This design comes from an exercise in tuning for small area, a short achievable clock period and few clock cycles on the open sky130 flow, not from production work. At most, simulation tests tie the RTL to the original design; equivalence was not proved. For runs 1 and 4, only the layout was checked, not whether the RTL still works.

==> flow/config.mk <==
export PLATFORM = sky130hd
export DESIGN_NAME = cordic_core
export DESIGN_NICKNAME = cordic_core
export VERILOG_FILES = /design/flow/design.v
export SDC_FILE = /design/flow/constraint.sdc
export NUM_CORES = 4
export LEC_CHECK = 0
export ABC_AREA = 1
export CAP_MARGIN = 20
export CORE_MARGIN = 2
export CORE_UTILIZATION = 40
export SLEW_MARGIN = 20
==> flow/constraint.sdc <==
create_clock -name core_clock -period 12.0 [get_ports {clk}]
set_input_delay 2.4000 -clock core_clock [delete_from_list [all_inputs] [get_ports {clk}]]
set_output_delay 2.4000 -clock core_clock [all_outputs]
set_load 0.01 [all_outputs]
==> flow/design.v <==
`timescale 1ns / 1ps
module cordic_core(input clk, input rst, input start, input [3:0] func, input [15:0] op1, input [15:0] op2,
    output busy, output done, output [31:0] result);
    reg busy_r, done_r;
    reg prep, first;
    reg [1:0] pst;
    reg [3:0] f;
    reg m_cir, m_asn, m_acs, m_hro, m_hve;
    reg [3:0] cnt;
    reg signed [15:0] x, y, t;
    reg [15:0] z;
    reg r16, rhi;
    reg lt, zsg, ypos;
    assign busy = busy_r;
    assign done = done_r;
    assign result = {{15{rhi}}, r16, z};
    wire circular = (f[3:1] == 3'd0) | (f[3:1] == 3'd1);
    wire m_ln = f[3];
    wire m_hrot = (f == 4'd4) | (f == 4'd5) | (f == 4'd6);
    reg [15:0] rom;
    always @(*)
    begin
        if(circular)
            case(cnt)
                4'd0: rom = 16'b0011001001000011;
                4'd1: rom = 16'b0001110110101100;
                4'd2: rom = 16'b0000111110101101;
                4'd3: rom = 16'b0000011111110101;
                4'd4: rom = 16'b0000001111111110;
                4'd5: rom = 16'b0000000111111111;
                4'd6: rom = 16'b0000000011111111;
                4'd7: rom = 16'b0000000001111111;
                4'd8: rom = 16'b0000000000111111;
                4'd9: rom = 16'b0000000000011111;
                4'd10: rom = 16'b0000000000001111;
                4'd11: rom = 16'b0000000000000111;
                4'd12: rom = 16'b0000000000000011;
                4'd13: rom = 16'b0000000000000001;
                default: rom = 16'd0;
            endcase
        else if(m_ln)
            case(cnt)
                4'd1: rom = 16'b0100011001001110;
                4'd2: rom = 16'b0010000010110000;
                4'd3: rom = 16'b0001000000010100;
                4'd4: rom = 16'b0000100000000010;
                4'd5: rom = 16'b0000010000000000;
                4'd6: rom = 16'b0000001000000000;
                4'd7: rom = 16'b0000000100000000;
                4'd8: rom = 16'b0000000010000000;
                4'd9: rom = 16'b0000000001000000;
                4'd10: rom = 16'b0000000000100000;
                4'd11: rom = 16'b0000000000010000;
                4'd12: rom = 16'b0000000000001000;
                4'd13: rom = 16'b0000000000000100;
                4'd14: rom = 16'b0000000000000010;
                default: rom = 16'd0;
            endcase
        else
            case(cnt)
                4'd1: rom = 16'b0010001100100111;
                4'd2: rom = 16'b0001000001011000;
                4'd3: rom = 16'b0000100000001010;
                4'd4: rom = 16'b0000010000000001;
                4'd5: rom = 16'b0000001000000000;
                4'd6: rom = 16'b0000000100000000;
                4'd7: rom = 16'b0000000010000000;
                4'd8: rom = 16'b0000000001000000;
                4'd9: rom = 16'b0000000000100000;
                4'd10: rom = 16'b0000000000010000;
                4'd11: rom = 16'b0000000000001000;
                4'd12: rom = 16'b0000000000000100;
                4'd13: rom = 16'b0000000000000010;
                4'd14: rom = 16'b0000000000000001;
                default: rom = 16'd0;
            endcase
    end
    wire d0 = ~t[15] & (t != 16'd0);
    wire mc = ({x[1:0], 4'd0} < x[5:0]);
    wire pp1 = (pst == 2'd2);
    wire sub_x = (m_cir & y[15]) | (m_asn & lt) | (m_acs & lt) | (m_hro & zsg) | (m_hve & ypos) | pp1;
    wire sub_y = (m_cir & ~y[15]) | (m_asn & ~lt) | (m_acs & ~lt) | (m_hro & zsg) | (m_hve & ypos);
    wire sub_z = (m_cir & y[15]) | (m_asn & ~lt) | (m_acs & lt) | (m_hro & ~zsg) | (m_hve & ~ypos);
    wire cin_x = pp1 ? ~mc : sub_x;
    wire signed [15:0] xs = x >>> cnt;
    wire signed [15:0] ys = y >>> cnt;
    wire [16:0] zs = first ? {1'b0, (m_hrot ? t : 16'h0000)} : {r16, z};
    wire [15:0] yb = xs ^ {16{sub_y}};
    wire [17:0] xn2 = {x[15], x, 1'b1} + {({ys[15], ys} ^ {17{sub_x}}), cin_x};
    wire [16:0] yn2 = {y, 1'b1} + {yb, sub_y};
    wire [17:0] zn2 = {zs, 1'b1} + {({1'b0, rom} ^ {17{sub_z}}), sub_z};
    wire [16:0] xn = xn2[17:1];
    wire [15:0] yn = yn2[16:1];
    wire [16:0] zn = zn2[17:1];
    wire [15:0] zk = {y[14:0] | yb[14:0], sub_y};
    wire yn_zero = &(~(y ^ yb ^ zk));
    wire ypos_next = ~yn[15] & ~yn_zero;
    wire [16:0] ca = {y[15], y};
    wire [16:0] cb = {xs[15], xs} ^ {17{~lt}};
    wire [16:0] cc = ~{t[15], t};
    wire [16:0] cs_s = ca ^ cb ^ cc;
    wire [16:0] cs_c = (ca & cb) | (ca & cc) | (cb & cc);
    wire [17:0] cs_v = {cs_s, 1'b1} + {cs_c[15:0], 1'b1, ~lt};
    wire lt_next = cs_v[17];
    wire lt_first = d0 ? (t > 16'sh26DD) : (t > -16'sh26DD);
    wire [15:0] yprep = {x[15:14] - 2'b01, x[13:0]};
    wire last = (f == 4'd0 || f[3:1] == 3'd1) ? (cnt == 4'd13) :
                ((f == 4'd7 || m_ln) ? (cnt == 4'd14) : (cnt == 4'd15));
    always @(posedge clk)
    begin
        if(rst)
        begin
            busy_r <= 0;
            done_r <= 0;
            prep <= 0;
            first <= 0;
            pst <= 0;
        end
        else if(!busy_r)
        begin
            if(start)
            begin
                busy_r <= 1;
                done_r <= 0;
                prep <= func[3];
                first <= 1;
                pst <= 0;
            end
        end
        else if(prep)
            prep <= 0;
        else if(pst != 2'd0)
        begin
            pst <= pst + 2'd1;
            if(pst == 2'd3)
            begin
                busy_r <= 0;
                done_r <= 1;
            end
        end
        else
        begin
            first <= 0;
            if(last)
            begin
                if(f == 4'd1)
                    pst <= 2'd1;
                else if(f == 4'd6)
                    pst <= 2'd3;
                else
                begin
                    busy_r <= 0;
                    done_r <= 1;
                end
            end
        end
    end
    always @(posedge clk)
    begin
        if(!busy_r)
        begin
            x <= op1;
            y <= op2;
            t <= op1;
            f <= func;
            m_cir <= (func[3:1] == 3'd0);
            m_acs <= (func[3:1] == 3'd1) & ~func[0];
            m_asn <= (func[3:1] == 3'd1) & func[0];
            m_hro <= (func[3:1] == 3'd2) | (func[3:0] == 4'd6);
            m_hve <= (func[3:0] == 4'd7) | func[3];
            zsg <= op1[15];
            ypos <= ~op2[15] & (op2 != 16'd0);
            cnt <= {3'd0, func[3] | func[2]};
        end
        else if(prep)
        begin
            x <= {x[15:14] + 2'b01, x[13:0]};
            y <= yprep;
            ypos <= ~yprep[15] & (yprep != 16'd0);
        end
        else if(pst == 2'd1)
        begin
            y <= x;
            cnt <= 4'd6;
        end
        else if(pst == 2'd2)
        begin
            x <= xn[15:0];
            cnt <= 4'd2;
        end
        else if(pst == 2'd3)
        begin
            r16 <= xn[16];
            if(f == 4'd1)
            begin
                z <= xn[16:1];
                rhi <= xn[16];
            end
            else
            begin
                z <= xn[15:0];
                rhi <= 0;
            end
        end
        else
        begin
            cnt <= cnt + 4'd1;
            lt <= first ? lt_first : lt_next;
            zsg <= zn[15];
            ypos <= ypos_next;
            r16 <= m_ln & zn[16];
            rhi <= 0;
            if(first && (m_asn || m_acs))
            begin
                x <= 16'h26DD;
                y <= d0 ? 16'h26DD : -16'sh26DD;
                if(m_acs)
                    z <= d0 ? 16'h6487 - 16'h3243 : 16'h6487 + 16'h3243;
                else
                    z <= d0 ? 16'h3243 : -16'sh3243;
            end
            else
            begin
                if(first && m_hro)
                begin
                    if(f == 4'd5)
                    begin
                        x <= zsg ? -16'sh2800 : 16'sh2800;
                        y <= 16'h5000;
                    end
                    else
                    begin
                        x <= 16'h5000;
                        y <= zsg ? -16'sh2800 : 16'sh2800;
                    end
                end
                else
                begin
                    x <= xn[15:0];
                    y <= yn;
                end
                z <= zn[15:0];
            end
            if(last)
            begin
                if(f == 4'd1 || f == 4'd6)
                begin
                    m_cir <= 0;
                    m_hro <= 0;
                end
                if(f == 4'd4 || f == 4'd5)
                    z <= xn[15:0];
            end
        end
    end
endmodule
==> flow/flow/run.sh <==
#!/bin/bash
# Standard synthesis, then the standard layout with repair_timing aiming for a larger setup margin.
set -euo pipefail
bash standard.sh synth > flow_synth.log 2>&1
bash standard.sh SETUP_SLACK_MARGIN=8.5 TNS_END_PERCENT=0 SETUP_MOVE_SEQUENCE=unbuffer,sizeup,swap SKIP_GATE_CLONING=1 finish > flow_layout.log 2>&1
==> flow/standard.sh <==
#!/bin/bash
# synth_recipe.tcl (not shown) runs the flow's synth.tcl, then flattens the netlist and writes it again
# the make line also repeats each setting of config.mk as NAME=value (left out here)
make -C /OpenROAD-flow-scripts/flow DESIGN_CONFIG=/design/flow/config.mk WORK_HOME=/design/flow/orfs CLKGATE_MAP_FILE= SYNTH_SCRIPT=/design/flow/synth_recipe.tcl "${@:-finish}"
==> results of run 1 <==
cell type report:
| cell class | count | area [um^2] |
|---|---|---|
| clock buffers | 9 | 225 |
| well taps | 378 | 473 |
| repair buffers | 83 | 820 |
| diodes | 1 | 2.50 |
| multi-input cells | 1252 | 7910 |
| inverters | 184 | 721 |
| clock inverters | 7 | 80.1 |
| flip-flops and latches | 88 | 2560 |
| fillers | 2866 | 14800 |
timing repair:
action / in CTS / in global routing
endpoints found under the setup margin: 84 / 105
pin swaps: 25 / 29
resized for setup: 86 / 28
cells in the mapped netlist, types with 19 or more instances:
| master | number |
|---|---|
| sky130_fd_sc_hd__nor2_1 | 114 |
| sky130_fd_sc_hd__nand2_1 | 385 |
| sky130_fd_sc_hd__nor3_1 | 22 |
| sky130_fd_sc_hd__ha_1 | 98 |
| sky130_fd_sc_hd__a21oi_1 | 112 |
| sky130_fd_sc_hd__xor2_1 | 68 |
| sky130_fd_sc_hd__o211ai_1 | 21 |
| sky130_fd_sc_hd__clkbuf_1 | 42 |
| sky130_fd_sc_hd__buf_4 | 19 |
| sky130_fd_sc_hd__xnor2_1 | 26 |
| sky130_fd_sc_hd__edfxtp_1 | 79 |
| sky130_fd_sc_hd__nand3_1 | 75 |
| sky130_fd_sc_hd__inv_1 | 174 |
| sky130_fd_sc_hd__o21ai_0 | 155 |
layer usage:
layer	GRT usage [%]	up-vias	wire, um
li1	-	5418	-
met1	41.0	5328	18700
met2	47.4	597	19300
met3	3.72	117	3390
met4	13.0	0	1930
met5	0	-	0
state kept, by name, summed over array words and instances, names as in the netlist, 2 cells and up:
signal / count
cnt: 4
f: 4
pst: 2
t: 16
x: 16
y: 16
z: 16
worst paths after layout:
check | start | end | slack [ps]
max | cnt[0] | z[9] | 7850
min | done_r | done_r | 510
max reg2reg | cnt[0] | z[9] | 7850
min reg2reg | done_r | done_r | 510
logic make-up after synthesis:
family	count (synthesis)	share of synthesized area [%]
AND/OR/NAND/NOR	656	25.2
flip-flops	88	23.0
multiplexers	3	0.270
XOR/XNOR	94	7.41
buffers and inverters	262	9.98
adder cells (fa/ha/maj)	116	14.3
AO/OA/AOI/OAI	383	19.9
through the flow:
step / worst slack, ps / cells / area [um^2] / utilization, %
after global routing: 7630 / 2001 / 12800 / 46.4
after CTS: 7970 / 2001 / 12700 / 46.1
after detailed placement: 7110 / 1985 / 12000 / 43.7
final: 7850 / 2002 / 12800 / 46.4
after global placement: 7030 / 1985 / 12000 / 43.7
after floorplan: 8490 / 1602 / 11200 / -
worst reg2reg max path, cell delays in order, from the launching register on:
cell	delay (ps)
sky130_fd_sc_hd__edfxtp_1	650
sky130_fd_sc_hd__buf_12	300
sky130_fd_sc_hd__nand2_1	80
sky130_fd_sc_hd__o21ai_1	140
sky130_fd_sc_hd__mux2i_1	170
sky130_fd_sc_hd__a221oi_1	380
sky130_fd_sc_hd__nand2_1	140
sky130_fd_sc_hd__xnor2_1	190
sky130_fd_sc_hd__ha_1	370
sky130_fd_sc_hd__nand2_1	90
sky130_fd_sc_hd__nor3_1	210
sky130_fd_sc_hd__nand2_1	100
sky130_fd_sc_hd__o21ai_2	220
sky130_fd_sc_hd__inv_1	50
sky130_fd_sc_hd__o21ai_0	200
sky130_fd_sc_hd__xnor2_1	270
sky130_fd_sc_hd__nand2_1	100
sky130_fd_sc_hd__o211ai_1	100
sky130_fd_sc_hd__o21ai_0	100
==> impl_metrics.yaml, run 1 <==
run_status:
  run_status: "no timing/DRC/antenna violations"
clock_network:
  clkSlewWorstSetupHoldPaths_ps: 70
  max-clock-path-buffers: 2
  numClockSinks: 88
  post_cts.repair.setup_buffers: 0
  cts_hold_buffers: 0
  clock_latency_ps: 360
  root_buffer: "sky130_fd_sc_hd__clkbuf_16"
  cts_tree: "yes"
  htree_num_levels: 3
  cts-buffers-inserted: 9
worst_setup_path:
  worstSetupPathType: "reg2reg"
  kind_of_cell_adding_the_most_delay_to_the_critical_path: "compound AO/OA/AOI/OAI gates"
  critical_path_cell_count: 18
  cp_data_arrival_time_ps: 4220
  critPathLaunchType: "flop"
  worst_path_most_repeated_cell: "sky130_fd_sc_hd__nand2_1"
  worstSetupEndpointType: "flop"
  cp_cell_sequence: "buf_12 -> nand2_1 -> o21ai_1 -> mux2i_1 -> a221oi_1 -> nand2_1 -> xnor2_1 -> ha_1 -> nand2_1 -> nor3_1 -> nand2_1 -> o21ai_2 -> inv_1 -> o21ai_0 -> xnor2_1 -> nand2_1 -> o211ai_1 -> o21ai_0"
  worst_path_max_delay_cell: "sky130_fd_sc_hd__edfxtp_1"
  required_ps: 12070
  worst-r2r-cell-count: 18
  cp.buffers_inverters: 2
  timing.critical_path.fanout_max: 50
  critical-path-max-stage-delay_ps: 650
synthesis:
  async_reset_ff_share_pct: 0
  ys_seq_elements: 88
  mappedNetlistArea_um2: 11100
  ys_dominant_reg_cell: "sky130_fd_sc_hd__edfxtp_1"
  count_of_cell_types_in_the_netlist: 60
  synth_enable_flop_cells: 79
  syn-instance-count: 1602
  ys_top_cells_by_area: "sky130_fd_sc_hd__edfxtp_1 21%, sky130_fd_sc_hd__nand2_1 13%, sky130_fd_sc_hd__ha_1 11%"
  ys.warnings.count: 1
  synth_top_cell_by_area: "sky130_fd_sc_hd__edfxtp_1"
  synthesis.nets: 1757
  yosysSeqAreaShare_pct: 23.0
  synthDominantCellAreaShare_pct: 21.3
  syn_avg_cell_area_um2: 6.94
placement:
  finalWeightedCongestion: 0.978
  hpwl_um: 34900
  port-buffer-count: 72
min_path:
  hold_depth: 1
  hp-class: "reg2reg"
route:
  drt-pass1-iter-count: 5
  routed_wire_length_per_instance_um: 21.6
  detail-route-antenna-nets: 0
  drtIter0Drc: 1331
  post_drt_via_cell_ratio: 5.72
  dr_total_vias: 11500
  wirelength_um: 43300
  drc_violation_count_after_routing: 0
timing:
  fin_skew_ps: 12.5
  final_min_period_over_clock_period_pct: 34.6
  grt_setup_unrepaired: "true"
  timing_worst_slew_pin_value_ps: 1110
  post-route-min-period_ps: 4150
  setup_viol_count_final: 0
  timing_max_transition_violations_final: 0
  fin_hold_ws_ps: 510
  tns_ps: 0
  report.final.hold_viol_count: 0
  clock.fmax_mhz: 241
  maxSlewHeadroom_pct: 25.9
final_layout:
  finish.net_count: 1773
  layout-drive-gt1-share_pct: 9.67
  syn_to_final_growth_pct: 15.1
  final_cell_mix: "377 x sky130_fd_sc_hd__nand2_1, 170 x sky130_fd_sc_hd__inv_1, 113 x sky130_fd_sc_hd__o21ai_0"
  commonest_non_fill_non_tap_cell_in_the_layout: "sky130_fd_sc_hd__nand2_1"
global_routing:
  grt_antenna_before_repair: 1
  first_global_vias: 10900
  grt_max_degree: 51
  total_congestion_overflow_after_global_routing: 0
  global_route.usage.total_pct: 29.9
  wire_length_of_the_first_global_routing_pass_um: 65300
floorplanning:
  die_w_um: 171
  rows: 61
  core-area_um2: 27600
  io_pins: 73
  fp.dieH_um: 171
  die_ar_um2: 29100
  initial_utilization_pct: 40.3
job:
  max_cap_viol_count: 0
==> inputs of run 2 (changes only) <==
--- a/flow/design.v
+++ b/flow/design.v
@@ -2,7 +2,7 @@
 module cordic_core(input clk, input rst, input start, input [3:0] func, input [15:0] op1, input [15:0] op2,
     output busy, output done, output [31:0] result);
     reg busy_r, done_r;
-    reg prep, first;
+    reg first;
     reg [1:0] pst;
     reg [3:0] f;
     reg m_cir, m_asn, m_acs, m_hro, m_hve;
@@ -103,7 +103,8 @@
     wire [17:0] cs_v = {cs_s, 1'b1} + {cs_c[15:0], 1'b1, ~lt};
     wire lt_next = cs_v[17];
     wire lt_first = d0 ? (t > 16'sh26DD) : (t > -16'sh26DD);
-    wire [15:0] yprep = {x[15:14] - 2'b01, x[13:0]};
+    wire [15:0] xln = {op1[15:14] + 2'b01, op1[13:0]};
+    wire [15:0] yln = {op1[15:14] - 2'b01, op1[13:0]};
     wire last = (f == 4'd0 || f[3:1] == 3'd1) ? (cnt == 4'd13) :
                 ((f == 4'd7 || m_ln) ? (cnt == 4'd14) : (cnt == 4'd15));
     always @(posedge clk)
@@ -112,7 +113,6 @@
         begin
             busy_r <= 0;
             done_r <= 0;
-            prep <= 0;
             first <= 0;
             pst <= 0;
         end
@@ -122,13 +122,10 @@
             begin
                 busy_r <= 1;
                 done_r <= 0;
-                prep <= func[3];
                 first <= 1;
                 pst <= 0;
             end
         end
-        else if(prep)
-            prep <= 0;
         else if(pst != 2'd0)
         begin
             pst <= pst + 2'd1;
@@ -159,8 +156,8 @@
     begin
         if(!busy_r)
         begin
-            x <= op1;
-            y <= op2;
+            x <= func[3] ? xln : op1;
+            y <= func[3] ? yln : op2;
             t <= op1;
             f <= func;
             m_cir <= (func[3:1] == 3'd0);
@@ -169,14 +166,8 @@
             m_hro <= (func[3:1] == 3'd2) | (func[3:0] == 4'd6);
             m_hve <= (func[3:0] == 4'd7) | func[3];
             zsg <= op1[15];
-            ypos <= ~op2[15] & (op2 != 16'd0);
+            ypos <= func[3] ? (~yln[15] & (yln != 16'd0)) : (~op2[15] & (op2 != 16'd0));
             cnt <= {3'd0, func[3] | func[2]};
-        end
-        else if(prep)
-        begin
-            x <= {x[15:14] + 2'b01, x[13:0]};
-            y <= yprep;
-            ypos <= ~yprep[15] & (yprep != 16'd0);
         end
         else if(pst == 2'd1)
         begin
==> flow/flow/run.sh (replaced) <==
#!/bin/bash
# Standard synthesis, then the standard layout with repair_timing aiming for a larger setup margin.
set -euo pipefail
bash standard.sh synth > flow_synth.log 2>&1
bash standard.sh SETUP_SLACK_MARGIN=8.5 TNS_END_PERCENT=0 RECOVER_POWER=100 finish > flow_layout.log 2>&1
==> run 2 against run 1 <==
Effect of this change:
- now fails the layout checks on max-capacitance violations, max-slew violations
- worst setup slack worse by 1300 ps
- final area up 8.1%
- routed wire length up 12%
- fmax fell by 24%
- flip-flop and latch count down 1
- die area up 1.2%
- synthesized cell count grew 1.6%
- critical path type unchanged
==> impl_metrics.yaml, run 2 <==
run_status:
  run_status: "finished with violations"
  violations: "max-capacitance violations, max-slew violations"
job:
  max_cap_viol_count: 2
route:
  wirelength_um: 48600
  drt-pass1-iter-count: 6
  routed_wire_length_per_instance_um: 23.3
  detail-route-antenna-nets: 0
  drtIter0Drc: 1665
  post_drt_via_cell_ratio: 5.96
  drc_violation_count_after_routing: 0
  dr_total_vias: 12400
global_routing:
  grt_antenna_before_repair: 0
  total_congestion_overflow_after_global_routing: 0
  first_global_vias: 11100
  global_route.usage.total_pct: 32.1
  wire_length_of_the_first_global_routing_pass_um: 69900
  grt_max_degree: 54
floorplanning:
  io_pins: 73
  rows: 61
  fp.dieH_um: 172
  die_ar_um2: 29500
  die_w_um: 172
  core-area_um2: 27700
  initial_utilization_pct: 40.6
synthesis:
  count_of_cell_types_in_the_netlist: 58
  synth.area.mux_share_pct: 0.178
  synthesis.nets: 1783
  synth_top_cell_by_area: "sky130_fd_sc_hd__edfxtp_1"
  combinational_family_with_the_most_area_after_synthesis: "simple AND/OR/NAND/NOR gates"
  ranking_of_synthesized_cells_by_instance_count: "361 x sky130_fd_sc_hd__nand2_1, 190 x sky130_fd_sc_hd__inv_1, 161 x sky130_fd_sc_hd__o21ai_0, 125 x sky130_fd_sc_hd__a21oi_1, 98 x sky130_fd_sc_hd__ha_1"
  synth_simple_gate_area_share_pct: 24.5
  synth-xor-area-share_pct: 7.09
  async_reset_ff_share_pct: 0
  yosysSeqAreaShare_pct: 22.5
  ys_seq_elements: 87
  synth_area_in_adders_pct: 14.1
  ys.warnings.count: 1
  ys_top_cells_by_area: "sky130_fd_sc_hd__edfxtp_1 21%, sky130_fd_sc_hd__nand2_1 12%, sky130_fd_sc_hd__ha_1 11%"
  mappedNetlistArea_um2: 11200
  syn_avg_cell_area_um2: 6.91
  synth_compound_gate_area_share_pct: 21.3
  synthDominantCellAreaShare_pct: 21.1
  ys_dominant_reg_cell: "sky130_fd_sc_hd__edfxtp_1"
  synthMostInstantiatedCell: "sky130_fd_sc_hd__nand2_1"
  synth_enable_flop_cells: 79
  syn-instance-count: 1628
worst_setup_path:
  worstSetupPathType: "reg2reg"
  critical-path-max-stage-delay_ps: 710
  required_ps: 12110
  worst_path_max_delay_cell: "sky130_fd_sc_hd__clkinvlp_2"
  worst-r2r-cell-count: 22
  cp_data_arrival_time_ps: 5550
  critical_path.reg2reg.endpoint: "y[8]"
  cp_cell_sequence: "clkbuf_1 -> clkbuf_1 -> clkinvlp_2 -> nand2_1 -> o21ai_0 -> a21oi_1 -> a32oi_1 -> clkbuf_4 -> xor2_1 -> inv_1 -> ha_1 -> a21oi_1 -> nand2_1 -> a21boi_0 -> o21ai_0 -> nand2_1 -> nand2_1 -> nor2_1 -> nand3b_1 -> nand2_1 -> nand2_1 -> nand2_1"
  timing.critical_path.fanout_max: 8
  critPathLaunchType: "flop"
  worstSetupEndpointType: "flop"
  regToRegSetupSlack_ps: 6560
  worst_path_most_repeated_cell: "sky130_fd_sc_hd__nand2_1"
  worst_r2r_startpoint: "cnt[0]"
final_layout:
  commonest_non_fill_non_tap_cell_in_the_layout: "sky130_fd_sc_hd__nand2_1"
  seq_area_um2: 2540
  finish.net_count: 1861
  multi_input_area_um2: 8440
  nFillCells: 2770
  layout-drive-gt1-share_pct: 17.5
  non_filler_instances: 2089
  antennaDiodeCount: 0
  syn_to_final_growth_pct: 23.0
  final_cell_mix: "337 x sky130_fd_sc_hd__nand2_1, 175 x sky130_fd_sc_hd__inv_1, 116 x sky130_fd_sc_hd__o21ai_0"
  layout.core_utilization_pct: 49.9
clock_network:
  clkSlewWorstSetupHoldPaths_ps: 90
  numClockSinks: 87
  max-clock-path-buffers: 2
  cts_tree: "yes"
  root_buffer: "sky130_fd_sc_hd__clkbuf_16"
  clock_latency_ps: 370
  htree_num_levels: 3
  cts-buffers-inserted: 9
timing:
  setup_viol_count_final: 0
  timing_max_transition_violations_final: 54
  layout_setup_ws_ps: 6560
  grt_setup_unrepaired: "true"
  fin_skew_ps: 18.2
  tns_ps: 0
  report.final.hold_viol_count: 0
  clock.fmax_mhz: 184
  timing_worst_slew_pin_value_ps: 3230
  post-route-min-period_ps: 5440
  maxSlewHeadroom_pct: -115
  final_min_period_over_clock_period_pct: 45.3
min_path:
  hold_depth: 2
  timing.hold.worst.start: "done_r"
  hp-class: "reg2reg"
  hold_end: "done_r"
placement:
  post_place_worst_slack_ps: 7100
  finalWeightedCongestion: 0.976
  hpwl_um: 37000
  port-buffer-count: 72
  post-place-cells: 2014
run 2: changes by cell type after synthesis, moves of 10 or more:
cell	previous run	this run
sky130_fd_sc_hd__nor2_1	114	89
sky130_fd_sc_hd__nand2_1	385	361
sky130_fd_sc_hd__nand3_1	75	95
sky130_fd_sc_hd__inv_1	174	190
sky130_fd_sc_hd__a21oi_1	112	125
sky130_fd_sc_hd__o31ai_1	7	17
run 2: worst max-delay path: cells and delay by family (launching register included):
kind	cells	cell delay (ps)
XOR/XNOR	1	170
AO/OA/AOI/OAI	6	1370
AND/OR/NAND/NOR	9	900
flip-flops	1	390
adder cells (fa/ha/maj)	1	350
buffers and inverters	5	1990
run 2: per-layer routing:
layer	track usage [%]	wire, um	share of wire, %	vias to the layer above
li1	-	-	-	5666
met1	45.7	20400	42	5848
met2	47.8	20700	43	793
met3	6.97	5370	11	136
met4	11.2	2150	4.4	0
met5	0	0	0	-
run 2: per-stage QoR:
| stage | cell area, um^2 | hold WS (ps) |
|---|---|---|
| floorplan | 11200 | 476 |
| global placement | 12100 | 458 |
| detailed placement | 12100 | 457 |
| CTS | 12800 | 475 |
| global route | 13800 | 522 |
| finish | 13800 | 464 |
run 2: cells by family (layout without fill, tap and decap cells):
| group | after synthesis | count (layout) |
|---|---|---|
| AOI/OAI and AO/OA | 420 | 420 |
| xor gates and xnor gates | 91 | 91 |
| adders and majority gates | 116 | 116 |
| buffers and inverters | 280 | 363 |
| DFF | 87 | 87 |
| muxes | 2 | 2 |
| and+or+nand+nor | 632 | 632 |
run 2: worst max path at each step:
stage	slack, ps	start	cells after the start	end
floorplan	8450	cnt[0]	19	lt
global placement	7120	cnt[1]	20	z[10]
detailed placement	7100	cnt[1]	21	z[10]
CTS	8260	cnt[0]	20	z[13]
global route	6200	cnt[0]	22	y[8]
finish	6560	cnt[0]	22	y[8]
run 2: layout make-up:
cell class | instances | share of cell area (%)
clock buffers | 9 | 1.63
repair inverters | 2 | 0.136
inverters | 205 | 5.77
well taps | 378 | 3.42
multi-input cells | 1261 | 61.0
flip-flops and latches | 87 | 18.3
repair buffers | 140 | 9.10
clock inverters | 7 | 0.606
run 2: repair_timing:
item                       4_1_cts  5_1_grt
setup buffers                   19       34
hold buffers                     0        0
cloned                           2        4
setup endpoints to repair       88       86
pin swaps                       11       67
gates resized for setup        114      227
Testbench counts of run 2, summed over its fixed seeds: cycles 76,922.
==> inputs of run 3 (changes only) <==
==> flow/flow/run.sh (replaced) <==
#!/bin/bash
# Standard synthesis, then the standard layout with repair_timing aiming for a larger setup margin.
set -euo pipefail
bash standard.sh synth > flow_synth.log 2>&1
bash standard.sh SETUP_SLACK_MARGIN=8.5 TNS_END_PERCENT=0 finish > flow_layout.log 2>&1
==> run 3 against run 2 <==
Effect of this change:
- global-route usage did not move
- via count rose by 0.50%
- fmax rose by 44%
- clock skew fell by 1.7 ps
- flip-flop and latch count did not move
- area after synthesis did not move
- the run now finishes clean
- sequential share of layout area fell by 0.25 points
- largest cell class unchanged
==> impl_metrics.yaml, run 3 <==
floorplanning:
  fp.dieH_um: 172
  core-area_um2: 27700
  rows: 61
  die_ar_um2: 29500
  initial_utilization_pct: 40.6
  io_pins: 73
  die_w_um: 172
worst_setup_path:
  worstSetupEndpointType: "flop"
  cp_data_arrival_time_ps: 4000
  required_ps: 12230
  worstSetupPathType: "in2reg"
  timing.critical_path.fanout_max: 30
  critPathLaunchType: "input port"
synthesis:
  mappedNetlistArea_um2: 11200
  yosysSeqAreaShare_pct: 22.5
  synthMostInstantiatedCell: "sky130_fd_sc_hd__nand2_1"
  ranking_of_synthesized_cells_by_instance_count: "361 x sky130_fd_sc_hd__nand2_1, 190 x sky130_fd_sc_hd__inv_1, 161 x sky130_fd_sc_hd__o21ai_0, 125 x sky130_fd_sc_hd__a21oi_1, 98 x sky130_fd_sc_hd__ha_1"
  synth_compound_gate_area_share_pct: 21.3
  synthDominantCellAreaShare_pct: 21.1
  count_of_cell_types_in_the_netlist: 58
  synth_enable_flop_cells: 79
  ys_seq_elements: 87
  ys.warnings.count: 1
  syn-instance-count: 1628
  synth_area_in_adders_pct: 14.1
  ys_top_cells_by_area: "sky130_fd_sc_hd__edfxtp_1 21%, sky130_fd_sc_hd__nand2_1 12%, sky130_fd_sc_hd__ha_1 11%"
  ys_dominant_reg_cell: "sky130_fd_sc_hd__edfxtp_1"
  async_reset_ff_share_pct: 0
  synth_top_cell_by_area: "sky130_fd_sc_hd__edfxtp_1"
  synth.area.mux_share_pct: 0.178
  syn_avg_cell_area_um2: 6.91
  synth-xor-area-share_pct: 7.09
  synthesis.nets: 1783
  combinational_family_with_the_most_area_after_synthesis: "simple AND/OR/NAND/NOR gates"
  synth_simple_gate_area_share_pct: 24.5
placement:
  finalWeightedCongestion: 0.976
  port-buffer-count: 72
  hpwl_um: 37000
  post-place-cells: 2014
  post_place_worst_slack_ps: 7100
timing:
  maxSlewHeadroom_pct: 32.2
  timing_max_transition_violations_final: 0
  report.final.hold_viol_count: 0
  setup_viol_count_final: 0
  fin_skew_ps: 16.5
  layout_setup_ws_ps: 8230
  post-route-min-period_ps: 3770
  final_min_period_over_clock_period_pct: 31.4
  timing_worst_slew_pin_value_ps: 1020
  tns_ps: 0
  clock.fmax_mhz: 265
  grt_setup_unrepaired: "true"
route:
  drc_violation_count_after_routing: 0
  post_drt_via_cell_ratio: 5.98
  wirelength_um: 48800
  detail-route-antenna-nets: 0
  drtIter0Drc: 1650
  drt-pass1-iter-count: 6
  routed_wire_length_per_instance_um: 23.3
  dr_total_vias: 12500
clock_network:
  cts-buffers-inserted: 9
  numClockSinks: 87
  cts_tree: "yes"
  root_buffer: "sky130_fd_sc_hd__clkbuf_16"
  clock_latency_ps: 360
  clkSlewWorstSetupHoldPaths_ps: 90
  htree_num_levels: 3
  max-clock-path-buffers: 2
global_routing:
  grt_max_degree: 54
  wire_length_of_the_first_global_routing_pass_um: 69900
  grt_antenna_before_repair: 0
  first_global_vias: 11100
  global_route.usage.total_pct: 32.1
  total_congestion_overflow_after_global_routing: 0
final_layout:
  finish.net_count: 1861
  non_filler_instances: 2090
  syn_to_final_growth_pct: 24.9
  layout-drive-gt1-share_pct: 19.3
  final_cell_mix: "333 x sky130_fd_sc_hd__nand2_1, 173 x sky130_fd_sc_hd__inv_1, 105 x sky130_fd_sc_hd__o21ai_0"
  commonest_non_fill_non_tap_cell_in_the_layout: "sky130_fd_sc_hd__nand2_1"
run_status:
  run_status: "no timing/DRC/antenna violations"
min_path:
  hp-class: "reg2reg"
job:
  max_cap_viol_count: 0
==> run 3: critical path: stages <==
cell and delay [ps]:
sky130_fd_sc_hd__clkdlybuf4s50_1 430, sky130_fd_sc_hd__buf_8 180, sky130_fd_sc_hd__nor2_1 350, sky130_fd_sc_hd__inv_1 220, sky130_fd_sc_hd__a21oi_1 240, sky130_fd_sc_hd__a21oi_2 80
sky130_fd_sc_hd__nand2_1 90
==> run 3: cell type report <==
cell class	count	area [um^2]
Fill cell	2741	13700
Clock buffer	9	225
Clock inverter	7	83.8
Tap cell	378	473
Sequential cell	87	2540
Multi-Input combinational cell	1261	8520
Timing Repair inverter	2	18.8
Timing Repair Buffer	140	1350
Antenna cell	1	2.50
Inverter	205	823
==> run 3: path summary, 6_finish.rpt <==
check	start	end	slack, ps	cells after the start
min reg2reg	done_r	done_r	470	2
min	done_r	done_r	470	2
max reg2reg	cnt[0]	lt	8280	19
max	func[3]	y[12]	8230	7
==> run 3: cells by family (layout without fill, tap and decap cells) <==
group                    Yosys count  after routing
other                              0              1
multiplexers                       2              2
buffers and inverters            280            363
AND/OR/NAND/NOR                  632            632
adder cells (fa/ha/maj)          116            116
XOR/XNOR                          91             91
AO/OA/AOI/OAI                    420            420
flip-flops                        87             87
==> run 3: repair_timing <==
| action | in CTS | in global routing |
|---|---|---|
| resized for setup | 114 | 227 |
| cloned | 2 | 4 |
| buffers inserted | 19 | 34 |
| hold buffers | 0 | 0 |
| pin swaps | 11 | 67 |
| endpoints found under the setup margin | 88 | 86 |
==> run 3: per-stage QoR <==
| step | utilization [%] | hold slack (ps) | instance area [um^2] |
|---|---|---|---|
| floorplan | - | 476 | 11200 |
| global placement | 43.8 | 458 | 12100 |
| detailed placement | 43.8 | 457 | 12100 |
| CTS | 46.3 | 475 | 12800 |
| global route | 50.7 | 525 | 14000 |
| finish | 50.7 | 467 | 14000 |
==> run 3: routing by layer <==
metal / track usage, % / part of all wire [%]
met1: 45.7 / 41
met4: 11.2 / 4.2
met5: 0 / 0
met3: 6.97 / 12
met2: 47.8 / 43
==> inputs of run 4 (changes only) <==
--- a/flow/design.v
+++ b/flow/design.v
@@ -58,7 +58,7 @@
             endcase
         else
             case(cnt)
-                4'd1: rom = 16'b0010001100100111;
+                4'd1: rom = m_hro ? ((zsg == s2) ? 16'h337F : 16'h12CF) : 16'b0010001100100111;
                 4'd2: rom = 16'b0001000001011000;
                 4'd3: rom = 16'b0000100000001010;
                 4'd4: rom = 16'b0000010000000001;
@@ -75,6 +75,10 @@
                 default: rom = 16'd0;
             endcase
     end
+    wire s2 = zsg ? (t < -16'sh2327) : (t < 16'sh2327);
+    wire [15:0] hx = (zsg ^ s2) ? 16'h4600 : 16'h5A00;
+    wire [15:0] hy0 = (zsg ^ s2) ? 16'h1400 : 16'h3C00;
+    wire [15:0] hy = zsg ? -hy0 : hy0;
     wire d0 = ~t[15] & (t != 16'd0);
     wire mc = ({x[1:0], 4'd0} < x[5:0]);
     wire pp1 = (pst == 2'd2);
@@ -214,15 +218,16 @@
             begin
                 if(first && m_hro)
                 begin
+                    cnt <= 4'd3;
                     if(f == 4'd5)
                     begin
-                        x <= zsg ? -16'sh2800 : 16'sh2800;
-                        y <= 16'h5000;
+                        x <= hy;
+                        y <= hx;
                     end
                     else
                     begin
-                        x <= 16'h5000;
-                        y <= zsg ? -16'sh2800 : 16'sh2800;
+                        x <= hx;
+                        y <= hy;
                     end
                 end
                 else
==> run 4 against run 3 <==
Effect of this change:
- first-iteration DRC count up 2.1%
- hold slack worse by 0.59 ps
- largest cell class unchanged
- register-to-register slack worse by 80 ps
- synthesized cell count up 9.0%
- cell count up 8.9%
- clock skew down 7.0 ps
- worst setup slack worse by 52 ps
- final area up 7.8%
==> impl_metrics.yaml, run 4 <==
synthesis:
  synth-xor-area-share_pct: 6.11
  yosysSeqAreaShare_pct: 21.5
  syn-instance-count: 1774
  ys.warnings.count: 1
  async_reset_ff_share_pct: 0
  synth_simple_gate_area_share_pct: 29.5
  ys_dominant_reg_cell: "sky130_fd_sc_hd__edfxtp_1"
  synthDominantCellAreaShare_pct: 20.2
  synthesis.nets: 1927
  synth.area.mux_share_pct: 0.256
  synth_top_cell_by_area: "sky130_fd_sc_hd__edfxtp_1"
  syn_avg_cell_area_um2: 6.62
  ys_seq_elements: 87
  synthMostInstantiatedCell: "sky130_fd_sc_hd__nand2_1"
  combinational_family_with_the_most_area_after_synthesis: "simple AND/OR/NAND/NOR gates"
  ranking_of_synthesized_cells_by_instance_count: "473 x sky130_fd_sc_hd__nand2_1, 214 x sky130_fd_sc_hd__inv_1, 153 x sky130_fd_sc_hd__o21ai_0, 127 x sky130_fd_sc_hd__nor2_1, 116 x sky130_fd_sc_hd__nand3_1"
  synth_enable_flop_cells: 79
  synth_area_in_adders_pct: 13.2
  synth_compound_gate_area_share_pct: 18.8
  ys_top_cells_by_area: "sky130_fd_sc_hd__edfxtp_1 20%, sky130_fd_sc_hd__nand2_1 15%, sky130_fd_sc_hd__ha_1 10%"
  mappedNetlistArea_um2: 11800
  count_of_cell_types_in_the_netlist: 65
route:
  routed_wire_length_per_instance_um: 23.1
  wirelength_um: 52500
  drt-pass1-iter-count: 5
  drc_violation_count_after_routing: 0
  drtIter0Drc: 1684
  post_drt_via_cell_ratio: 5.95
  detail-route-antenna-nets: 0
  dr_total_vias: 13500
timing:
  timing_max_transition_violations_final: 0
  timing_worst_slew_pin_value_ps: 821
  report.final.hold_viol_count: 0
  maxSlewHeadroom_pct: 45.1
  fin_skew_ps: 9.46
  clock.fmax_mhz: 261
  fin_hold_ws_ps: 466
  final_min_period_over_clock_period_pct: 31.9
  setup_viol_count_final: 0
  grt_setup_unrepaired: "true"
  tns_ps: 0
  post-route-min-period_ps: 3830
final_layout:
  antennaDiodeCount: 0
  layout.core_utilization_pct: 52.6
  layout-drive-gt1-share_pct: 20.7
  commonest_non_fill_non_tap_cell_in_the_layout: "sky130_fd_sc_hd__nand2_1"
  finish.net_count: 2040
  final_cell_mix: "435 x sky130_fd_sc_hd__nand2_1, 203 x sky130_fd_sc_hd__inv_1, 111 x sky130_fd_sc_hd__nor2_1"
  non_filler_instances: 2276
  syn_to_final_growth_pct: 28.8
worst_setup_path:
  required_ps: 12220
  critPathLaunchType: "input port"
  worstSetupEndpointType: "flop"
  cp_data_arrival_time_ps: 4040
  worstSetupPathType: "in2reg"
  timing.critical_path.fanout_max: 30
clock_network:
  root_buffer: "sky130_fd_sc_hd__clkbuf_16"
  max-clock-path-buffers: 2
  htree_num_levels: 3
  cts_tree: "yes"
  clock_latency_ps: 370
  clkSlewWorstSetupHoldPaths_ps: 80
  cts-buffers-inserted: 9
  numClockSinks: 87
global_routing:
  grt_antenna_before_repair: 0
  global_route.usage.total_pct: 33.3
  wire_length_of_the_first_global_routing_pass_um: 76900
  first_global_vias: 12500
  total_congestion_overflow_after_global_routing: 0
  grt_max_degree: 48
run_status:
  run_status: "no timing/DRC/antenna violations"
floorplanning:
  fp.dieH_um: 175
  io_pins: 73
  die_ar_um2: 30800
  rows: 62
  core-area_um2: 28800
  die_w_um: 175
  initial_utilization_pct: 40.8
placement:
  post-place-cells: 2174
  port-buffer-count: 72
  finalWeightedCongestion: 1.08
  hpwl_um: 40300
job:
  max_cap_viol_count: 0
min_path:
  hp-class: "reg2reg"
==> run 4: cell count changes after synthesis, moves of 9 or more <==
| cell | delta |
|---|---|
| sky130_fd_sc_hd__a21oi_1 | -19 |
| sky130_fd_sc_hd__clkbuf_1 | -12 |
| sky130_fd_sc_hd__inv_1 | +24 |
| sky130_fd_sc_hd__nand2_1 | +112 |
| sky130_fd_sc_hd__nand3_1 | +21 |
| sky130_fd_sc_hd__nor2_1 | +38 |
| sky130_fd_sc_hd__o21ai_1 | -9 |
| sky130_fd_sc_hd__o31ai_1 | -14 |
==> run 4: final timing paths <==
path | from | endpoint | slack [ps] | cells past startpoint
max | func[3] | y[10] | 8170 | 7
min | done_r | done_r | 470 | 2
max reg2reg | cnt[0] | lt | 8200 | 21
min reg2reg | done_r | done_r | 470 | 2
==> run 4: repair_timing <==
item                       4_1_cts  5_1_grt
gates resized for setup        168      207
setup endpoints to repair       86       83
hold buffers                     0        0
pin swaps                       44       84
gates cloned                     6        0
setup buffers                   53       27
==> run 4: worst max-delay path, cell delays in order <==
cell and delay, ps:
sky130_fd_sc_hd__clkdlybuf4s50_1 410, sky130_fd_sc_hd__buf_6 180, sky130_fd_sc_hd__nor2_1 450, sky130_fd_sc_hd__inv_1 200, sky130_fd_sc_hd__a21oi_1 170, sky130_fd_sc_hd__a21oi_1 80, sky130_fd_sc_hd__o21ai_0 110
==> run 4: logic make-up after synthesis <==
logic type | count (synthesis)
compound gates | 379
flops | 87
simple gates | 811
mux | 3
xor+xnor | 82
buf+inv | 298
fa+ha+maj | 114
==> run 4: metrics by stage <==
step	setup slack, ps	area (um^2)
after floorplan	8480	11800
after global placement	7130	12700
after detailed placement	7180	12700
after CTS	8230	14100
after global routing	8010	15100
final	8170	15100
==> run 4: cell type report <==
class,count,area (um^2)
Clock buffer,9,225
Clock inverter,7,81.3
Fill cell,2806,13600
Inverter,228,885
Multi-Input combinational cell,1389,9230
Sequential cell,87,2540
Tap cell,384,480
Timing Repair Buffer,171,1680
Timing Repair inverter,1,7.51
==> run 4: layer usage <==
layer / part of all wire [%] / global-route usage [%]
met1: 41 / 46.2
met2: 42 / 49.1
met3: 13 / 10.3
met4: 4.0 / 11.3
met5: 0 / 0
==> inputs of run 5 (changes only) <==
--- a/flow/design.v
+++ b/flow/design.v
@@ -58,7 +58,7 @@
             endcase
         else
             case(cnt)
-                4'd1: rom = m_hro ? ((zsg == s2) ? 16'h337F : 16'h12CF) : 16'b0010001100100111;
+                4'd1: rom = 16'b0010001100100111;
                 4'd2: rom = 16'b0001000001011000;
                 4'd3: rom = 16'b0000100000001010;
                 4'd4: rom = 16'b0000010000000001;
@@ -75,10 +75,6 @@
                 default: rom = 16'd0;
             endcase
     end
-    wire s2 = zsg ? (t < -16'sh2327) : (t < 16'sh2327);
-    wire [15:0] hx = (zsg ^ s2) ? 16'h4600 : 16'h5A00;
-    wire [15:0] hy0 = (zsg ^ s2) ? 16'h1400 : 16'h3C00;
-    wire [15:0] hy = zsg ? -hy0 : hy0;
     wire d0 = ~t[15] & (t != 16'd0);
     wire mc = ({x[1:0], 4'd0} < x[5:0]);
     wire pp1 = (pst == 2'd2);
@@ -218,16 +214,15 @@
             begin
                 if(first && m_hro)
                 begin
-                    cnt <= 4'd3;
                     if(f == 4'd5)
                     begin
-                        x <= hy;
-                        y <= hx;
+                        x <= zsg ? -16'sh2800 : 16'sh2800;
+                        y <= 16'h5000;
                     end
                     else
                     begin
-                        x <= hx;
-                        y <= hy;
+                        x <= 16'h5000;
+                        y <= zsg ? -16'sh2800 : 16'sh2800;
                     end
                 end
                 else
==> flow/flow/run.sh (replaced) <==
#!/bin/bash
# Standard synthesis, then the standard layout with buf_4 port buffers and repair_timing
# aiming for a larger setup margin.
set -euo pipefail
bash standard.sh synth > flow_synth.log 2>&1
bash standard.sh SETUP_SLACK_MARGIN=8.5 TNS_END_PERCENT=0 "BUFFER_PORTS_ARGS=-buffer_cell sky130_fd_sc_hd__buf_4" finish > flow_layout.log 2>&1
==> run 5 against run 4 <==
Effect of this change:
- still clean
- register-to-register slack got worse by 230 ps
- critical path depth rose by 15
- sequential share of layout area rose by 3.0 points
- first-iteration DRC count rose by 0.89%
- synthesized cell count fell by 8.2%
- largest cell class unchanged
==> impl_metrics.yaml, run 5 <==
run_status:
  run_status: "no timing/DRC/antenna violations"
min_path:
  timing.hold.worst.start: "done_r"
  hp-class: "reg2reg"
  hold_end: "done_r"
  hold_depth: 2
timing:
  final_min_period_over_clock_period_pct: 33.6
  post-route-min-period_ps: 4030
  fin_skew_ps: 15.1
  setup_viol_count_final: 0
  report.final.hold_viol_count: 0
  fin_hold_ws_ps: 469
  tns_ps: 0
  maxSlewHeadroom_pct: 31.2
  timing_max_transition_violations_final: 0
  grt_setup_unrepaired: "true"
  timing_worst_slew_pin_value_ps: 1030
  clock.fmax_mhz: 248
route:
  dr_total_vias: 12200
  drt-pass1-iter-count: 6
  wirelength_um: 46500
  drtIter0Drc: 1699
  routed_wire_length_per_instance_um: 22.5
  detail-route-antenna-nets: 0
  drc_violation_count_after_routing: 0
  post_drt_via_cell_ratio: 5.93
worst_setup_path:
  worst_r2r_startpoint: "cnt[0]"
  worst_path_most_repeated_cell: "sky130_fd_sc_hd__nand2_1"
  critical-path-max-stage-delay_ps: 570
  cp.buffers_inverters: 3
  cp_data_arrival_time_ps: 4160
  worst_path_max_delay_cell: "sky130_fd_sc_hd__edfxtp_1"
  required_ps: 12130
  worstSetupPathType: "reg2reg"
  cp_cell_sequence: "buf_4 -> clkbuf_16 -> o21ai_0 -> inv_1 -> nand2_1 -> o21ai_0 -> a21oi_1 -> nand2_1 -> nand2_1 -> xor2_1 -> ha_1 -> a21oi_2 -> o21ai_0 -> a21oi_2 -> nand2_2 -> nand2_1 -> nand2_1 -> or2_1 -> nand2_2 -> nand2_1 -> nand3_1 -> nand2_1"
  regToRegSetupSlack_ps: 7970
  critPathLaunchType: "flop"
  kind_of_cell_adding_the_most_delay_to_the_critical_path: "simple AND/OR/NAND/NOR gates"
  worst-r2r-cell-count: 22
  timing.critical_path.fanout_max: 7
  critical_path.reg2reg.endpoint: "z[12]"
  worstSetupEndpointType: "flop"
clock_network:
  max-clock-path-buffers: 2
  clkSlewWorstSetupHoldPaths_ps: 80
  clock_latency_ps: 370
  root_buffer: "sky130_fd_sc_hd__clkbuf_16"
  htree_num_levels: 3
  cts_tree: "yes"
  numClockSinks: 87
  cts-buffers-inserted: 9
  cts_hold_buffers: 0
floorplanning:
  die_ar_um2: 29500
  initial_utilization_pct: 40.6
  fp.dieH_um: 172
  io_pins: 73
  core-area_um2: 27700
  rows: 61
  die_w_um: 172
global_routing:
  global_route.usage.total_pct: 30.7
  first_global_vias: 10900
  grt_antenna_before_repair: 2
  grt_max_degree: 55
  wire_length_of_the_first_global_routing_pass_um: 67000
  total_congestion_overflow_after_global_routing: 0
synthesis:
  ys_dominant_reg_cell: "sky130_fd_sc_hd__edfxtp_1"
  yosysSeqAreaShare_pct: 22.5
  synthDominantCellAreaShare_pct: 21.1
  async_reset_ff_share_pct: 0
  ys_seq_elements: 87
  ys_top_cells_by_area: "sky130_fd_sc_hd__edfxtp_1 21%, sky130_fd_sc_hd__nand2_1 12%, sky130_fd_sc_hd__ha_1 11%"
  ranking_of_synthesized_cells_by_instance_count: "361 x sky130_fd_sc_hd__nand2_1, 190 x sky130_fd_sc_hd__inv_1, 161 x sky130_fd_sc_hd__o21ai_0, 125 x sky130_fd_sc_hd__a21oi_1, 98 x sky130_fd_sc_hd__ha_1"
  synthesis.nets: 1783
  count_of_cell_types_in_the_netlist: 58
  synth_top_cell_by_area: "sky130_fd_sc_hd__edfxtp_1"
  synth_enable_flop_cells: 79
  mappedNetlistArea_um2: 11200
  syn_avg_cell_area_um2: 6.91
  synthMostInstantiatedCell: "sky130_fd_sc_hd__nand2_1"
  ys.warnings.count: 1
  syn-instance-count: 1628
final_layout:
  antennaDiodeCount: 0
  finish.net_count: 1833
  nFillCells: 2844
  commonest_non_fill_non_tap_cell_in_the_layout: "sky130_fd_sc_hd__nand2_1"
  layout-drive-gt1-share_pct: 14.1
  finish.instance_area_um2: 12800
  non_filler_instances: 2061
  final_cell_mix: "358 x sky130_fd_sc_hd__nand2_1, 188 x sky130_fd_sc_hd__inv_1, 129 x sky130_fd_sc_hd__o21ai_0"
  syn_to_final_growth_pct: 14.2
placement:
  placement.cell_area_um2: 12000
  port-buffer-count: 72
  hpwl_um: 35700
  post-place-cells: 2013
  finalWeightedCongestion: 0.997
job:
  max_cap_viol_count: 0
run 5: final cells by class:
class                      instances  area [um^2]  share of cell area [%]
timing repair buffer             113          921                    7.17
sequential                        87         2540                    19.8
clock buffer                       9          225                    1.75
multi-input combinational       1261         7810                    60.8
clock inverter                     7         86.3                   0.672
inverter                         205          783                    6.10
timing repair inverter             1         7.51                  0.0585
tap                              378          473                    3.68
run 5: cells by family after synthesis:
family	synth area share, %
DFF	22.5
buffers and inverters	10.3
muxes	0.178
adders and majority gates	14.1
AOI/OAI and AO/OA	21.3
xor gates and xnor gates	7.09
and+or+nand+nor	24.5
run 5: repair_timing:
item / CTS / global route
gates resized for setup: 35 / 62
buffers inserted: 8 / 18
pin swaps: 2 / 17
endpoints found under the setup margin: 69 / 65
cloned: 1 / 5
run 5: metrics by stage:
step                      util, %  worst slack (ps)
final                        46.3              7970
after global routing         46.3              7730
after CTS                    44.8              8180
after detailed placement     43.1              7120
after global placement       43.1              7140
after floorplan                 -              8450
run 5: how the worst max path moves through the flow:
stage               slack, ps  startpoint  depth (start not counted)     to
finish                   7970      cnt[0]                         22  z[12]
detailed placement       7120      cnt[1]                         20  z[10]
global route             7730      cnt[0]                         19  x[15]
global placement         7140      cnt[1]                         20  z[10]
CTS                      8180      cnt[0]                         21  z[10]
floorplan                8450      cnt[0]                         19     lt
run 5: tightest hold or removal path, stage by stage, from the launching register on:
cell                       delay, ps
sky130_fd_sc_hd__dfxtp_1         330
sky130_fd_sc_hd__inv_1            50
sky130_fd_sc_hd__a211oi_1         60
run 5: metal layers:
| metal | track usage [%] | vias to the layer above | wire, um |
|---|---|---|---|
| li1 | - | 5630 | - |
| met1 | 43.5 | 5640 | 19200 |
| met2 | 45.5 | 805 | 19700 |
| met3 | 5.80 | 141 | 5180 |
| met4 | 13.0 | 2 | 2320 |
| met5 | 0 | - | 13 |
Testbench counts of run 5, summed over its fixed seeds: cycles 76,922.
==> inputs of run 6 (changes only) <==
==> flow/flow/run.sh (replaced) <==
#!/bin/bash
# Standard synthesis and floorplan, then the standard layout with buf_4 port buffers and
# repair_timing (after CTS and global routing) aiming for a larger setup margin.
set -euo pipefail
bash standard.sh synth > flow_synth.log 2>&1
bash standard.sh floorplan > flow_floorplan.log 2>&1
bash standard.sh SETUP_SLACK_MARGIN=8.5 TNS_END_PERCENT=0 "BUFFER_PORTS_ARGS=-buffer_cell sky130_fd_sc_hd__buf_4" finish > flow_layout.log 2>&1
==> run 6 against run 5 <==
Effect of this change:
- critical endpoint is now z[11]
- core utilization increased by 2.2 points
- largest cell class unchanged
==> impl_metrics.yaml, run 6 <==
synthesis:
  synth.area.mux_share_pct: 0.178
  count_of_cell_types_in_the_netlist: 58
  synthDominantCellAreaShare_pct: 21.1
  yosysSeqAreaShare_pct: 22.5
  synthMostInstantiatedCell: "sky130_fd_sc_hd__nand2_1"
  synth_top_cell_by_area: "sky130_fd_sc_hd__edfxtp_1"
  combinational_family_with_the_most_area_after_synthesis: "simple AND/OR/NAND/NOR gates"
  syn_avg_cell_area_um2: 6.91
  ys_dominant_reg_cell: "sky130_fd_sc_hd__edfxtp_1"
  synth_enable_flop_cells: 79
  ys_seq_elements: 87
  synth_simple_gate_area_share_pct: 24.5
  synth_compound_gate_area_share_pct: 21.3
  syn-instance-count: 1628
  ys.warnings.count: 1
  ys_top_cells_by_area: "sky130_fd_sc_hd__edfxtp_1 21%, sky130_fd_sc_hd__nand2_1 12%, sky130_fd_sc_hd__ha_1 11%"
  async_reset_ff_share_pct: 0
  synth_area_in_adders_pct: 14.1
  mappedNetlistArea_um2: 11200
  ranking_of_synthesized_cells_by_instance_count: "361 x sky130_fd_sc_hd__nand2_1, 190 x sky130_fd_sc_hd__inv_1, 161 x sky130_fd_sc_hd__o21ai_0, 125 x sky130_fd_sc_hd__a21oi_1, 98 x sky130_fd_sc_hd__ha_1"
  synth-xor-area-share_pct: 7.09
  synthesis.nets: 1783
timing:
  timing_max_transition_violations_final: 0
  report.final.hold_viol_count: 0
  grt_setup_unrepaired: "true"
  timing_worst_slew_pin_value_ps: 1080
  clock.fmax_mhz: 263
  setup_viol_count_final: 0
  layout_setup_ws_ps: 8190
  post-route-min-period_ps: 3810
  tns_ps: 0
  maxSlewHeadroom_pct: 28.1
  final_min_period_over_clock_period_pct: 31.7
  fin_skew_ps: 19.3
worst_setup_path:
  cp_cell_sequence: "buf_6 -> buf_12 -> o21ai_0 -> inv_1 -> nand2_1 -> o21ai_0 -> o21ai_1 -> o21ai_1 -> xnor2_1 -> ha_1 -> a21oi_1 -> o21ai_0 -> a21oi_1 -> nand2_1 -> or2_2 -> nand2_1 -> inv_1 -> o21ai_0 -> o22ai_1"
  worst_path_max_delay_cell: "sky130_fd_sc_hd__edfxtp_1"
  cp.buffers_inverters: 4
  cp_data_arrival_time_ps: 3890
  critical-path-max-stage-delay_ps: 380
  worst_path_most_repeated_cell: "sky130_fd_sc_hd__o21ai_0"
  required_ps: 12090
  timing.critical_path.fanout_max: 7
  worstSetupPathType: "reg2reg"
  kind_of_cell_adding_the_most_delay_to_the_critical_path: "compound AO/OA/AOI/OAI gates"
  worstSetupEndpointType: "flop"
  critPathLaunchType: "flop"
floorplanning:
  rows: 61
  fp.dieH_um: 172
  io_pins: 73
  core-area_um2: 27700
  initial_utilization_pct: 40.6
  die_w_um: 172
  die_ar_um2: 29500
placement:
  placement.cell_area_um2: 12000
  finalWeightedCongestion: 0.995
  hpwl_um: 37700
  post_place_worst_slack_ps: 7510
  port-buffer-count: 72
final_layout:
  finish.instance_area_um2: 13400
  layout-drive-gt1-share_pct: 19.2
  antennaDiodeCount: 0
  final_cell_mix: "341 x sky130_fd_sc_hd__nand2_1, 183 x sky130_fd_sc_hd__inv_1, 122 x sky130_fd_sc_hd__buf_4"
  commonest_non_fill_non_tap_cell_in_the_layout: "sky130_fd_sc_hd__nand2_1"
  syn_to_final_growth_pct: 19.6
  finish.net_count: 1856
global_routing:
  global_route.usage.total_pct: 32.4
  total_congestion_overflow_after_global_routing: 0
  wire_length_of_the_first_global_routing_pass_um: 70200
  grt_antenna_before_repair: 1
  first_global_vias: 11200
  grt_max_degree: 54
route:
  routed_wire_length_per_instance_um: 23.4
  wirelength_um: 48800
  drt-pass1-iter-count: 6
  drtIter0Drc: 1595
  detail-route-antenna-nets: 0
  drc_violation_count_after_routing: 0
  dr_total_vias: 12200
  post_drt_via_cell_ratio: 5.86
clock_network:
  clock_latency_ps: 370
  clkSlewWorstSetupHoldPaths_ps: 90
  htree_num_levels: 3
  cts-buffers-inserted: 9
  root_buffer: "sky130_fd_sc_hd__clkbuf_16"
  cts_hold_buffers: 0
  numClockSinks: 87
  cts_tree: "yes"
  max-clock-path-buffers: 2
run_status:
  run_status: "no timing/DRC/antenna violations"
job:
  max_cap_viol_count: 0
min_path:
  hp-class: "reg2reg"
## run 6: cell counts after synthesis
No cell type changed its count.
## run 6: timing repair
action                                  in CTS  in global routing
pin swaps                                   16                 41
setup buffers                               24                 21
endpoints found under the setup margin      66                 65
cloned                                       3                  5
gates resized for setup                     94                109
endpoints found under the hold margin        0                  0
## run 6: metal layers
| metal | global-route usage (%) | vias to the layer above | share of wire, % |
|---|---|---|---|
| li1 | - | 5652 | - |
| met4 | 11.7 | 2 | 4.1 |
| met3 | 6.97 | 104 | 11 |
| met1 | 46.1 | 5740 | 42 |
| met2 | 48.1 | 704 | 43 |
| met5 | 0 | - | 0.027 |
## run 6: per-stage QoR
stage	std cells	util (%)	hold WS (ps)
floorplan	1628	-	476
global placement	2015	43.2	450
detailed placement	2015	43.2	457
finish	2084	48.5	472
CTS	2058	46.2	476
global route	2084	48.5	519
## run 6: cell families after synthesis
kind of cell	count (synthesis)
flops	87
fa+ha+maj	116
mux	2
simple gates	632
compound gates	420
buf+inv	280
xor+xnor	91
## run 6: tightest hold or removal path: stages, from the launching register on
cell	delay, ps
sky130_fd_sc_hd__dfxtp_1	330
sky130_fd_sc_hd__inv_1	50
sky130_fd_sc_hd__a211oi_1	60
## run 6: layout make-up
| type | instances | area [um^2] |
|---|---|---|
| Fill cell | 2887 | 14300 |
| Multi-Input combinational cell | 1261 | 8130 |
| Sequential cell | 87 | 2530 |
| Timing Repair Buffer | 134 | 1160 |
| Inverter | 205 | 813 |
| Tap cell | 378 | 473 |
| Clock buffer | 9 | 225 |
| Clock inverter | 7 | 86.3 |
| Timing Repair inverter | 3 | 23.8 |
## run 6: worst paths after layout
check        startpoint      to  slack (ps)  cells past startpoint
max              cnt[0]   z[11]        8190                     19
min              done_r  done_r         470                      2
max reg2reg      cnt[0]   z[11]        8190                     19
min reg2reg      done_r  done_r         470                      2
==> inputs of run 7 (changes only) <==
==> flow/flow/run.sh (replaced) <==
#!/bin/bash
# Standard synthesis and floorplan, then the standard layout with buf_4 port buffers and
# repair_timing (after CTS and global routing) aiming for a larger setup margin.
set -euo pipefail
bash standard.sh synth > flow_synth.log 2>&1
bash standard.sh floorplan > flow_floorplan.log 2>&1
bash standard.sh SETUP_SLACK_MARGIN=7.6 TNS_END_PERCENT=0 "BUFFER_PORTS_ARGS=-buffer_cell sky130_fd_sc_hd__buf_4" finish > flow_layout.log 2>&1
==> run 7 against run 6 <==
Effect of this change:
- still clean on timing, DRC and antenna
- synthesized cell count stayed put
- cell count is 2.0% lower
- die area stayed put
- clock skew hardly changed
- global-route usage is 0.68 points lower
- critical path depth is 2 lower
==> impl_metrics.yaml, run 7 <==
timing:
  final_min_period_over_clock_period_pct: 35.6
  report.final.hold_viol_count: 0
  clock.fmax_mhz: 234
  post-route-min-period_ps: 4280
  timing_max_transition_violations_final: 0
  layout_setup_ws_ps: 7720
  setup_viol_count_final: 0
  maxSlewHeadroom_pct: 30.6
  fin_skew_ps: 19.7
run_status:
  run_status: "no timing/DRC/antenna violations"
floorplanning:
  die_ar_um2: 29500
  core-area_um2: 27700
  die_w_um: 172
  fp.dieH_um: 172
clock_network:
  max-clock-path-buffers: 2
  cts_tree: "yes"
  cts-buffers-inserted: 9
  cts_hold_buffers: 0
  clock_latency_ps: 370
worst_setup_path:
  required_ps: 12050
  worstSetupEndpointType: "flop"
  worstSetupPathType: "reg2reg"
  cp_data_arrival_time_ps: 4330
  crit_path_start: "cnt[0]"
  worst_r2r_startpoint: "cnt[0]"
route:
  wirelength_um: 47100
  drt-pass1-iter-count: 9
  drtIter0Drc: 1564
  drc_violation_count_after_routing: 0
  dr_total_vias: 11900
synthesis:
  count_of_cell_types_in_the_netlist: 58
  ys_dominant_reg_cell: "sky130_fd_sc_hd__edfxtp_1"
  syn-instance-count: 1628
  synth_top_cell_by_area: "sky130_fd_sc_hd__edfxtp_1"
  yosysSeqAreaShare_pct: 22.5
  synthMostInstantiatedCell: "sky130_fd_sc_hd__nand2_1"
  synthDominantCellAreaShare_pct: 21.1
  ranking_of_synthesized_cells_by_instance_count: "361 x sky130_fd_sc_hd__nand2_1, 190 x sky130_fd_sc_hd__inv_1, 161 x sky130_fd_sc_hd__o21ai_0, 125 x sky130_fd_sc_hd__a21oi_1, 98 x sky130_fd_sc_hd__ha_1"
final_layout:
  commonest_non_fill_non_tap_cell_in_the_layout: "sky130_fd_sc_hd__nand2_1"
  syn_to_final_growth_pct: 10.4
  final_cell_mix: "361 x sky130_fd_sc_hd__nand2_1, 188 x sky130_fd_sc_hd__inv_1, 158 x sky130_fd_sc_hd__o21ai_0"
global_routing:
  wire_length_of_the_first_global_routing_pass_um: 68300
  first_global_vias: 10900
placement:
  port-buffer-count: 72
run 7: metrics by stage:
stage                     instances  hold slack [ps]  utilization [%]
after floorplan                1628              476                -
after CTS                      2031              476             44.3
after detailed placement       2015              457             43.2
after global placement         2015              450             43.2
final                          2043              472             44.8
after global routing           2043              519             44.8
run 7: layer usage:
| metal | GRT usage, % | vias up | wire length [um] |
|---|---|---|---|
| li1 | - | 5565 | - |
| met1 | 44.3 | 5568 | 19800 |
| met2 | 46.5 | 651 | 19700 |
| met3 | 8.21 | 96 | 5430 |
| met4 | 12.7 | 4 | 2060 |
| met5 | 0 | - | 27 |
run 7: cell families (layout without fill, tap and decap cells):
logic type / after synthesis / in the layout / synth area share, %
simple gates: 632 / 632 / 24.5
compound gates: 420 / 420 / 21.3
buf+inv: 280 / 317 / 10.3
fa+ha+maj: 116 / 116 / 14.1
xor+xnor: 91 / 91 / 7.09
flops: 87 / 87 / 22.5
mux: 2 / 2 / 0.178
run 7: path summary, 6_finish.rpt:
| path | end | slack [ps] | cells past startpoint |
|---|---|---|---|
| worst max-delay path | y[10] | 7720 | 17 |
| worst min-delay path | done_r | 470 | 2 |
| worst max register to register | y[10] | 7720 | 17 |
| worst min register to register | done_r | 470 | 2 |
run 7: final cells by class:
cell class | instances | area share [%]
multi-input combinational | 1261 | 61.1
timing repair inverter | 1 | 0.0403
clock inverter | 7 | 0.695
sequential | 87 | 20.4
timing repair buffer | 95 | 5.82
tap | 378 | 3.81
clock buffer | 9 | 1.81
inverter | 205 | 6.32
run 7: timing repair:
item                                    CTS  global route
setup buffers                             0            11
endpoints found under the setup margin    4            33
gates resized for setup                   1            14
cloned                                    0             1
run 7: worst max-delay path, cell delays in order (launching register included):
cell                       delay, ps
sky130_fd_sc_hd__edfxtp_1        460
sky130_fd_sc_hd__clkbuf_8        290
sky130_fd_sc_hd__nand2_1         110
sky130_fd_sc_hd__o21ai_0         140
sky130_fd_sc_hd__o21ai_0         330
sky130_fd_sc_hd__a21oi_1         150
sky130_fd_sc_hd__o221ai_1        360
sky130_fd_sc_hd__xor2_1          300
sky130_fd_sc_hd__inv_1            80
sky130_fd_sc_hd__ha_1            370
sky130_fd_sc_hd__a21oi_1         220
sky130_fd_sc_hd__o21ai_0         120
sky130_fd_sc_hd__a21oi_1         130
sky130_fd_sc_hd__nand2_1         150
sky130_fd_sc_hd__o21ai_0         310
sky130_fd_sc_hd__a21oi_1         180
sky130_fd_sc_hd__a21oi_1         160
sky130_fd_sc_hd__o22ai_1         120

-- static timing again, ports no longer ideal --
In the flow no input, the clock included, has a driving cell. The finished layouts below were timed again as built, in two steps. Step 1, drivers: a clkbuf_16 drives clk and a buf_2 each remaining input, both assumed. Step 2 also shifts input and output timing later by t, the mid clock arrival at the registers, as if the neighbouring blocks saw the same clock. Three values: ideal, step 1, step 2; two values: the first two.
run	t, ns	setup slack, ns	slew at the worst register clock pin (ns)	pins driven straight from the clock port
run 1	0.407	7.850 / 7.850 / 7.850	0.08 / 0.08	1
run 2	0.407	6.560 / 6.560 / 6.560	0.09 / 0.09	1
run 3	0.404	8.226 / 8.214 / 7.849	0.09 / 0.09	1
run 4	0.415	8.174 / 8.169 / 7.780	0.08 / 0.08	1
run 5	0.408	7.966 / 7.966 / 7.878	0.08 / 0.08	1
run 6	0.407	8.195 / 8.195 / 7.956	0.09 / 0.09	1
run 7	0.407	7.723 / 7.723 / 7.723	0.09 / 0.09	1
The setup slack of run 4, which loses most, moves by -0.005 ns with the drivers and by -0.394 ns with both steps.
